This design comes from an exercise in tuning for small area on the open sky130 flow, not from production work.
No functional check of the RTL was part of any run shown here.
Power figures rest on the tool's default switching activity, not on a simulated workload.

==> flow/design.v, too long to show whole: its modules and the start of the top module <==
// module fc_lane: 109 lines
// module fc_sum: 61 lines
// module conv_dp: 410 lines
// module fa: 3 lines
// module ha: 3 lines
// module npu: 181 lines
module npu (
    input  logic        clk,
    input  logic        rst_ni,
    input  logic        ena,
    input  logic        wea,
    input  logic [15:0] addra,
    input  logic [31:0] dina,
    output logic [31:0] douta
);
  // ...
==> flow/run.sh <==
#!/bin/bash
# synth_recipe.tcl (not shown) runs the flow's synth.tcl, then flattens the netlist and writes it again
# the make line also repeats each setting of config.mk as NAME=value (left out here)
make -C /OpenROAD-flow-scripts/flow DESIGN_CONFIG=/design/flow/config.mk WORK_HOME=/design/flow/orfs CLKGATE_MAP_FILE= SYNTH_SCRIPT=/design/flow/synth_recipe.tcl finish
==> flow/config.mk <==
export PLATFORM = sky130hd
export DESIGN_NAME = npu
export DESIGN_NICKNAME = npu
export VERILOG_FILES = /design/flow/design.v
export SDC_FILE = /design/flow/constraint.sdc
export NUM_CORES = 4
export LEC_CHECK = 0
export CAP_MARGIN = 20
export CORE_MARGIN = 2
export CORE_UTILIZATION = 45
export CTS_BUF_LIST = sky130_fd_sc_hd__clkbuf_4
export PLACE_DENSITY = 0.6
export SLEW_MARGIN = 20
export SYNTH_HIERARCHICAL = 1
==> flow/constraint.sdc <==
create_clock -name core_clock -period 12.0 [get_ports {clk}]
set_input_delay 2.4000 -clock core_clock [delete_from_list [all_inputs] [get_ports {clk}]]
set_output_delay 2.4000 -clock core_clock [all_outputs]
set_load 0.01 [all_outputs]
==> metrics.yaml, run 1 <==
status: "no timing/DRC/antenna violations"
path_class: "flop to flop"
layout.area.seq_sq_um: 9320
use_met2: 0.447
cts_tree: "done"
min_path_type: "flop to flop"
inv_count: 8
synth_cells: 2309
leakage_nw: 13.7
nonClkBufAreaFrac: 0.0319
crit_arrival_ns: 11.59
end_kind: "flop"
maxCapViolations: 0
start_util: 0.455
synth_top_family_by_area: "adder cells"
power.share.switching: 0.312
cts_resized: 0
maxSlewHeadroom: 0.248
grt_overflow: 0
wirelength_mm: 82.6
top_layer: "met5"
synth_common_cells: "565 x fa_1, 314 x and2_1, 274 x nor2_1, 200 x dfxtp_1, 177 x edfxtp_1"
ys_ff_latch: 377
row_count: 93
seq_cells: 377
clk_share: 0.0411
dominantRegCellSynth: "dfxtp_1"
fill_cells: 5633
die_h_um: 259
top_power_group: "sequential cells"
hold_viol_final: 0
cpMostUsedCell: "fa_1"
slowest_stage: "and3_2"
pg_comb_mw: 0.877
seq_share: 0.287
p_clk_frac: 0.332
yosysMostFrequentCell: "fa_1"
yosys.area_share.simple: 0.155
gr-usage-met3: 0.0458
rsz0062_at_grt: "false"
synth_xor_area_frac: 0.00265
reg2reg_depth: 28
wl_per_cell_um: 24.2
viasPerCell: 5.60
==> run 2: changes to the inputs <==
--- a/flow/config.mk
+++ b/flow/config.mk
@@ -8,7 +8,6 @@
 export CAP_MARGIN = 20
 export CORE_MARGIN = 2
 export CORE_UTILIZATION = 45
-export CTS_BUF_LIST = sky130_fd_sc_hd__clkbuf_4
 export PLACE_DENSITY = 0.6
 export SLEW_MARGIN = 20
 export SYNTH_HIERARCHICAL = 1
==> run 2 against run 1 <==
Total power is 6.8% higher. Critical path depth unchanged. Synthesized cell count did not move. Register-to-register slack barely moved. Largest power group unchanged. Largest cell class unchanged. Global-route usage is 0.28 points lower. Die area did not move. Synthesized area is the same. Clock skew decreased by 0.045 ns. Still clean.
==> metrics.yaml, run 2 <==
synth_enable_flop_cells: 177
tightest_slew_ns: 1.11
postPlaceCellArea_sq_um: 31100
final.setup_skew_ns: 0.0324
vias: 18700
ys_ff_latch: 377  # unchanged
start_kind: "flop"
synthArstFlopShare: 0
dp_hpwl_mm: 63.1
fp.dieW_um: 259
wirelength_mm: 82.0  # -0.72%
reg2reg_depth: 28  # unchanged
critPathTopFamily: "adder cells"
cpMostUsedCell: "fa_1"
share_comb_of_total_power: 0.229
final_common_cell: "fa_1"
r2r_end: "conv_x[19]"
max_stage_delay_ns: 0.63
cp.depth: 28
status: "no timing/DRC/antenna violations"
place_congestion: 0.939
fmax_mhz: 92.2
power.internal_mw: 2.72
synth.area.top_cells: "fa_1 39%, edfxtp_1 18%, dfxtp_1 14%, and2_1 6.7%, nor2_1 3.5%"
core_sq_um: 64300
cts_resized: 0  # unchanged
root_buffer: "clkbuf_16"
slew_viol_final: 0
syn_area_sq_um: 29200
period_share: 0.904
rrSetupSlack_ns: 1.16
synthDistinctLibCells: 64
p_per_area_nw_per_um2: 118
min_path_type: "flop to flop"
layout.nets: 3094
instances_no_fill: 3311
multiInputGateArea_sq_um: 19600
antenna_found_initial: 6
leakage_nw: 13.6  # -0.24%
ir_worst_vdd_mv: 0.123
fin_util: 0.507
path_buf_inv: 1
power.share.switching: 0.292  # -0.0204
h-tree-depth: 2
synth_top_area_cell: "fa_1"
cts_tree: "done"
path_class: "flop to flop"
die_h_um: 259  # unchanged
tritoncts.num_buffers: 45
switchingPower_mw: 1.12
slowest_stage: "and3_2"
whs_path_depth: 0
cts_buffer_depth: 3
crit_arrival_ns: 11.33  # -0.26 ns
critPathMaxFanout: 16
worstSetupEndpoint: "conv_x[19]"
cts_setup_buffers: 0
hold_viol_final: 0  # unchanged
yosysMostFrequentCell: "fa_1"
drt-initial-drc-count: 1608
maxCapViolations: 0  # unchanged
setup.worst_path.start: "state[0]"
grt_max_degree: 74
rr_startpoint: "state[0]"
clk_pin_slew_ns: 0.06
top_regs: "acc: 72 flops, conv_w: 72 flops, img: 72 flops"
clk_latency_ns: 0.59
syn_to_final_growth_pct: 11.6
fill_cells: 5554  # -1.4%
worst_slack_ns: 1.16
ctsHoldBuffers: 0
yosysTopAreaCellShare: 0.387
finalSetupViolations: 0
end_kind: "flop"
avgSynthCellArea_sq_um: 12.7
num_io_pins: 84
portBuffers: 70
layout.area.seq_sq_um: 9320  # unchanged
rsz0062_at_grt: "false"
final.min_clock_period_ns: 10.84
yosys_warnings: 12
final_cell_mix: "565 x fa_1, 314 x and2_1, 271 x nor2_1"
cts.sinks: 377
synth_common_cells: "565 x fa_1, 314 x and2_1, 274 x nor2_1, 200 x dfxtp_1, 177 x edfxtp_1"
dieArea_sq_um: 67000
grt_overflow: 0  # unchanged
power_frac_seq: 0.397
start_util: 0.455  # unchanged
drc: 0
p_clk_frac: 0.374  # +0.042
setup-tns-final_ns: 0
pre_cts_slack_ns: 1.10
maxSlewHeadroom: 0.252  # +0.00407
required_ns: 12.49
synth_cells: 2309  # unchanged
grt_usage: 0.255
viasPerCell: 5.66  # +0.98%
first_pass_iters: 7
dp.cells: 3224
grt_pass1_wl_mm: 127
postRouteAntennaNets: 0
fin_area_sq_um: 32600
ys_seq_area_frac: 0.319
wl_per_cell_um: 24.8  # +2.2%
layout-drive-gt1-share: 0.0799
dominantRegCellSynth: "dfxtp_1"
row_count: 93  # unchanged
grt_pass1_vias: 21000
run 2: cell counts after synthesis:
Identical to the previous run, type by type.
run 2: area by class of cell:
cell class / count / share of cell area
sequential: 377 / 0.285
clock buffer: 62 / 0.0380
clock inverter: 22 / 0.00927
multi-input combinational: 1870 / 0.602
timing repair buffer: 115 / 0.0317
tap: 855 / 0.0328
inverter: 8 / 0.000920
antenna: 2 / 0.000153
run 2: how the worst min path moves through the flow:
stage               start         end  slack, ns
2_1_floorplan   conv_w[2]  conv_w[10]       0.42
3_3_place_gp    conv_w[3]  conv_w[11]       0.43
5_1_grt        conv_w[56]  conv_w[64]       0.46
6_report        conv_w[4]  conv_w[12]       0.44
4_1_cts         conv_w[3]  conv_w[11]       0.45
3_5_place_dp    conv_w[3]  conv_w[11]       0.43
run 2: kinds of logic (layout without fill, tap and decap cells):
| kind of cell | after synthesis | after routing | share of synthesized area |
|---|---|---|---|
| and+or+nand+nor | 879 | 879 | 0.155 |
| adders and majority gates | 625 | 625 | 0.412 |
| DFF | 377 | 377 | 0.319 |
| AOI/OAI and AO/OA | 245 | 245 | 0.0624 |
| buffers and inverters | 89 | 207 | 0.0147 |
| muxes | 83 | 83 | 0.0335 |
| xor gates and xnor gates | 8 | 8 | 0.00265 |
| other | 3 | 32 | 0.000385 |
run 2: per-stage QoR:
step	hold slack, ns	power, mW
3_5_place_dp	0.434	2.45
5_1_grt	0.455	4.10
3_3_place_gp	0.427	2.42
4_1_cts	0.448	3.90
2_1_floorplan	0.422	2.17
6_report	0.443	3.84
run 2: power groups by stage:
stage	Clock, mW	Sequential [mW]	Combinational (mW)
global placement	0	1.55	0.871
finish	1.43	1.53	0.878
global route	1.51	1.54	1.05
detailed placement	0	1.56	0.894
CTS	1.46	1.53	0.907
floorplan	0	1.52	0.652
run 2: Yosys stat by module (local to each module, per instance):
module   area, sq um  copies in the design  cells inside
npu            12600                     1           964
conv_dp         3190                     1           486
fc_lane          398                     3            67
fc_sum           225                     1            33
fa              20.0                   565             1
ha              12.5                    60             1
run 2: worst reg2reg max path: cells and delay by family, from the launching register on:
family | cells | cell delay, ns
AOI/OAI and AO/OA | 1 | 0.39
DFF | 1 | 0.32
and+or+nand+nor | 4 | 1.50
buffers and inverters | 1 | 0.44
adders and majority gates | 21 | 7.95
xor gates and xnor gates | 1 | 0.14
run 2: metal layers:
metal  GRT usage  vias up  part of all wire
li1            -     7972                 -
met1       0.312     9840              0.38
met4       0.126        2             0.053
met5           0        -           0.00017
met3      0.0367      217             0.056
met2       0.444      702              0.51
==> run 3: changes to the inputs <==
--- a/flow/config.mk
+++ b/flow/config.mk
@@ -8,6 +8,7 @@
 export CAP_MARGIN = 20
 export CORE_MARGIN = 2
 export CORE_UTILIZATION = 45
+export CTS_BUF_LIST = sky130_fd_sc_hd__clkbuf_8
 export PLACE_DENSITY = 0.6
 export SLEW_MARGIN = 20
 export SYNTH_HIERARCHICAL = 1
==> run 3 against run 2 <==
Sequential power barely moved. Non-clock buffer count stayed put. Via count increased by 0.43%. Critical path type unchanged. Critical path depth stayed put. Flip-flop and latch count unchanged. Combinational power about the same.
==> metrics.yaml, run 3 <==
finalPower_mw: 3.65  # -4.9%
final.setup_skew_ns: 0.0536  # +0.0213 ns
fill_cells: 5640  # +1.5%
hold_viol_final: 0  # unchanged
setup-tns-final_ns: 0  # unchanged
postPlaceCellArea_sq_um: 31100  # unchanged
rr_startpoint: "state[0]"
path_class: "flop to flop"
final_cell_mix: "565 x fa_1, 314 x and2_1, 271 x nor2_1"
finalSetupViolations: 0  # unchanged
start_kind: "flop"
final.min_clock_period_ns: 10.84  # -0.00788 ns
synth_common_cells: "565 x fa_1, 314 x and2_1, 274 x nor2_1, 200 x dfxtp_1, 177 x edfxtp_1"
cts_buffer_depth: 3  # unchanged
start_util: 0.455  # unchanged
rsz0062_at_grt: "false"
first_pass_iters: 8  # +1
synth.area.top_cells: "fa_1 39%, edfxtp_1 18%, dfxtp_1 14%, and2_1 6.7%, nor2_1 3.5%"
power.internal_mw: 2.51  # -7.6%
num_io_pins: 84  # unchanged
wirelength_mm: 82.2  # +0.34%
clk_latency_ns: 0.67  # +0.08 ns
place_congestion: 0.939  # unchanged
slew_viol_final: 0  # unchanged
syn_area_sq_um: 29200  # unchanged
maxSlewHeadroom: 0.246  # -0.00558
postRouteAntennaNets: 0  # unchanged
status: "no timing/DRC/antenna violations"
antenna_found_initial: 7  # +1
wl_per_cell_um: 24.5  # -1.0%
fp.dieW_um: 259  # unchanged
cts.sinks: 377  # unchanged
grt_pass1_wl_mm: 128  # +0.50%
fin_area_sq_um: 32500  # -0.44%
root_buffer: "clkbuf_8"
p_clk_frac: 0.342  # -0.032
ir_worst_vdd_mv: 0.113  # -7.9%
layout-drive-gt1-share: 0.0868  # +0.00693
cts_tree: "done"
die_h_um: 259  # unchanged
period_share: 0.903  # about the same
p_per_area_nw_per_um2: 112  # -4.4%
ys_ff_latch: 377  # unchanged
worst_hold_startpoint: "conv_w[49]"
cpMostUsedCell: "fa_1"
synthArstFlopShare: 0  # unchanged
synth_cells: 2309  # unchanged
drc: 0  # unchanged
top_regs: "acc: 72 flops, conv_w: 72 flops, img: 72 flops"
worst_slack_ns: 1.16  # +0.00788 ns
switchingPower_mw: 1.14  # +1.9%
grt_overflow: 0  # unchanged
power_frac_seq: 0.418  # +0.021
hold_ws_ns: 0.432  # -0.0113 ns
end_kind: "flop"
row_count: 93  # unchanged
tightest_slew_ns: 1.12  # +0.00830 ns
h-tree-depth: 3  # +1
power.share.switching: 0.313  # +0.0206
max_stage_delay_ns: 0.64  # about the same
layout.nets: 3120  # +0.84%
tritoncts.num_buffers: 71  # +58%
share_comb_of_total_power: 0.240  # +0.011
dominantRegCellSynth: "dfxtp_1"
portBuffers: 70  # unchanged
yosysTopAreaCellShare: 0.387  # unchanged
cts_resized: 0  # unchanged
clk_pin_slew_ns: 0.06  # about the same
grt_usage: 0.257  # +0.00207
pre_cts_slack_ns: 1.10  # unchanged
avgSynthCellArea_sq_um: 12.7  # unchanged
instances_no_fill: 3356  # +1.4%
syn_to_final_growth_pct: 11.1
grt_max_degree: 74  # unchanged
core_sq_um: 64300  # unchanged
maxCapViolations: 0  # unchanged
dieArea_sq_um: 67000  # unchanged
fmax_mhz: 92.3  # about the same
synth_top_area_cell: "fa_1"
fin_util: 0.505  # -0.00226
dp_hpwl_mm: 63.1  # unchanged
crit_arrival_ns: 11.39  # +0.06 ns
viasPerCell: 5.61  # -0.92%
grt_pass1_vias: 21300  # +1.3%
cts_setup_buffers: 0  # unchanged
final_common_cell: "fa_1"
setup.worst_path.start: "state[0]"
dp.cells: 3224  # unchanged
leakage_nw: 13.7  # +0.53%
required_ns: 12.55  # +0.06 ns
synthDistinctLibCells: 64  # unchanged
slowest_stage: "and3_2"
vias: 18800  # +0.43%
ys_seq_area_frac: 0.319  # unchanged
critPathMaxFanout: 16  # unchanged
drt-initial-drc-count: 1639  # +1.9%
yosys_warnings: 12  # unchanged
synth_enable_flop_cells: 177  # unchanged
min_path_type: "flop to flop"
yosysMostFrequentCell: "fa_1"
ctsHoldBuffers: 0  # unchanged
-- run 3: cell counts after synthesis --
Identical to the previous run, type by type.
-- run 3: area by class of cell --
class | instances | area [sq um] | share of cell area
sequential | 377 | 9320 | 0.287
antenna | 1 | 2.50 | 0.0000770
tap | 855 | 1070 | 0.0329
clock inverter | 52 | 328 | 0.0101
timing repair buffer | 115 | 1040 | 0.0319
inverter | 8 | 30.0 | 0.000924
clock buffer | 78 | 1070 | 0.0330
multi-input combinational | 1870 | 19600 | 0.604
-- run 3: worst paths after layout --
| path | endpoint | slack, ns | depth (start not counted) |
|---|---|---|---|
| max | conv_x[19] | 1.16 | 28 |
| min | conv_w[57] | 0.43 | 0 |
| max reg2reg | conv_x[19] | 1.16 | 28 |
| min reg2reg | conv_w[57] | 0.43 | 0 |
-- run 3: metal layers --
metal / up-vias / global-route usage / share of wire / wire length [um]
met5: - / 0 / 0.00040 / 33
met4: 4 / 0.134 / 0.057 / 4700
met3: 240 / 0.0441 / 0.061 / 5000
met2: 730 / 0.445 / 0.51 / 41700
met1: 9794 / 0.309 / 0.37 / 30800
li1: 8045 / - / - / -
-- run 3: cells by family after synthesis --
logic type / after synthesis / synth area share
other cells: 3 / 0.000385
fa+ha+maj: 625 / 0.412
compound gates: 245 / 0.0624
buf+inv: 89 / 0.0147
flops: 377 / 0.319
mux: 83 / 0.0335
simple gates: 879 / 0.155
xor+xnor: 8 / 0.00265
-- run 3: power by group through the flow --
stage	Combinational [mW]	Clock, mW	Sequential [mW]
final	0.878	1.25	1.53
after global routing	1.05	1.34	1.54
after CTS	0.906	1.28	1.53
after detailed placement	0.894	0	1.56
after global placement	0.871	0	1.55
after floorplan	0.652	0	1.52
-- run 3: modules after synthesis, one instance, submodules excluded --
module / cells inside / area (sq um) / flip-flops and latches / copies in the design
fa: 1 / 20.0 / 0 / 565
fc_sum: 33 / 225 / 0 / 1
npu: 964 / 12600 / 377 / 1
fc_lane: 67 / 398 / 0 / 3
ha: 1 / 12.5 / 0 / 60
conv_dp: 486 / 3190 / 0 / 1
-- run 3: critical path, delay by kind of cell (launching register included) --
| kind | cells | cell delay, ns |
|---|---|---|
| adder cells (fa/ha/maj) | 21 | 7.93 |
| AO/OA/AOI/OAI | 1 | 0.38 |
| flip-flops | 1 | 0.32 |
| XOR/XNOR | 1 | 0.14 |
| AND/OR/NAND/NOR | 4 | 1.50 |
| buffers and inverters | 1 | 0.43 |

re-timing with driven ports:
The results above use ideal ports. As a check the final layouts listed here were re-extracted and re-timed, cells and wires unchanged.
Step 1 (the two cells are an assumption about what drives the block):
set clk [get_ports {clk}]
set_driving_cell -lib_cell sky130_fd_sc_hd__clkbuf_16 $clk
set_driving_cell -lib_cell sky130_fd_sc_hd__buf_2 [delete_from_list [all_inputs] $clk]
Step 2 adds t to the input delays and takes it off the output delays; t is the mean of the earliest and latest rising clock arrival at the registers after step 1. Input paths then give back, and output paths get back, about the clock's delay inside the block.
Slacks: ideal / step 1 / step 2; pairs: ideal / step 1.
| run | t (ns) | setup slack, ns | worst setup path after step 2 | cell pins on the clock port's net |
|---|---|---|---|---|
| run 1 | 0.910 | 1.159 / 1.159 / 1.159 | register to register | 1 |
| run 2 | 0.642 | 1.155 / 1.155 / 1.155 | register to register | 1 |
| run 3 | 0.704 | 1.163 / 1.163 / 1.163 | register to register | 1 |
After both steps every run listed still meets setup and hold.
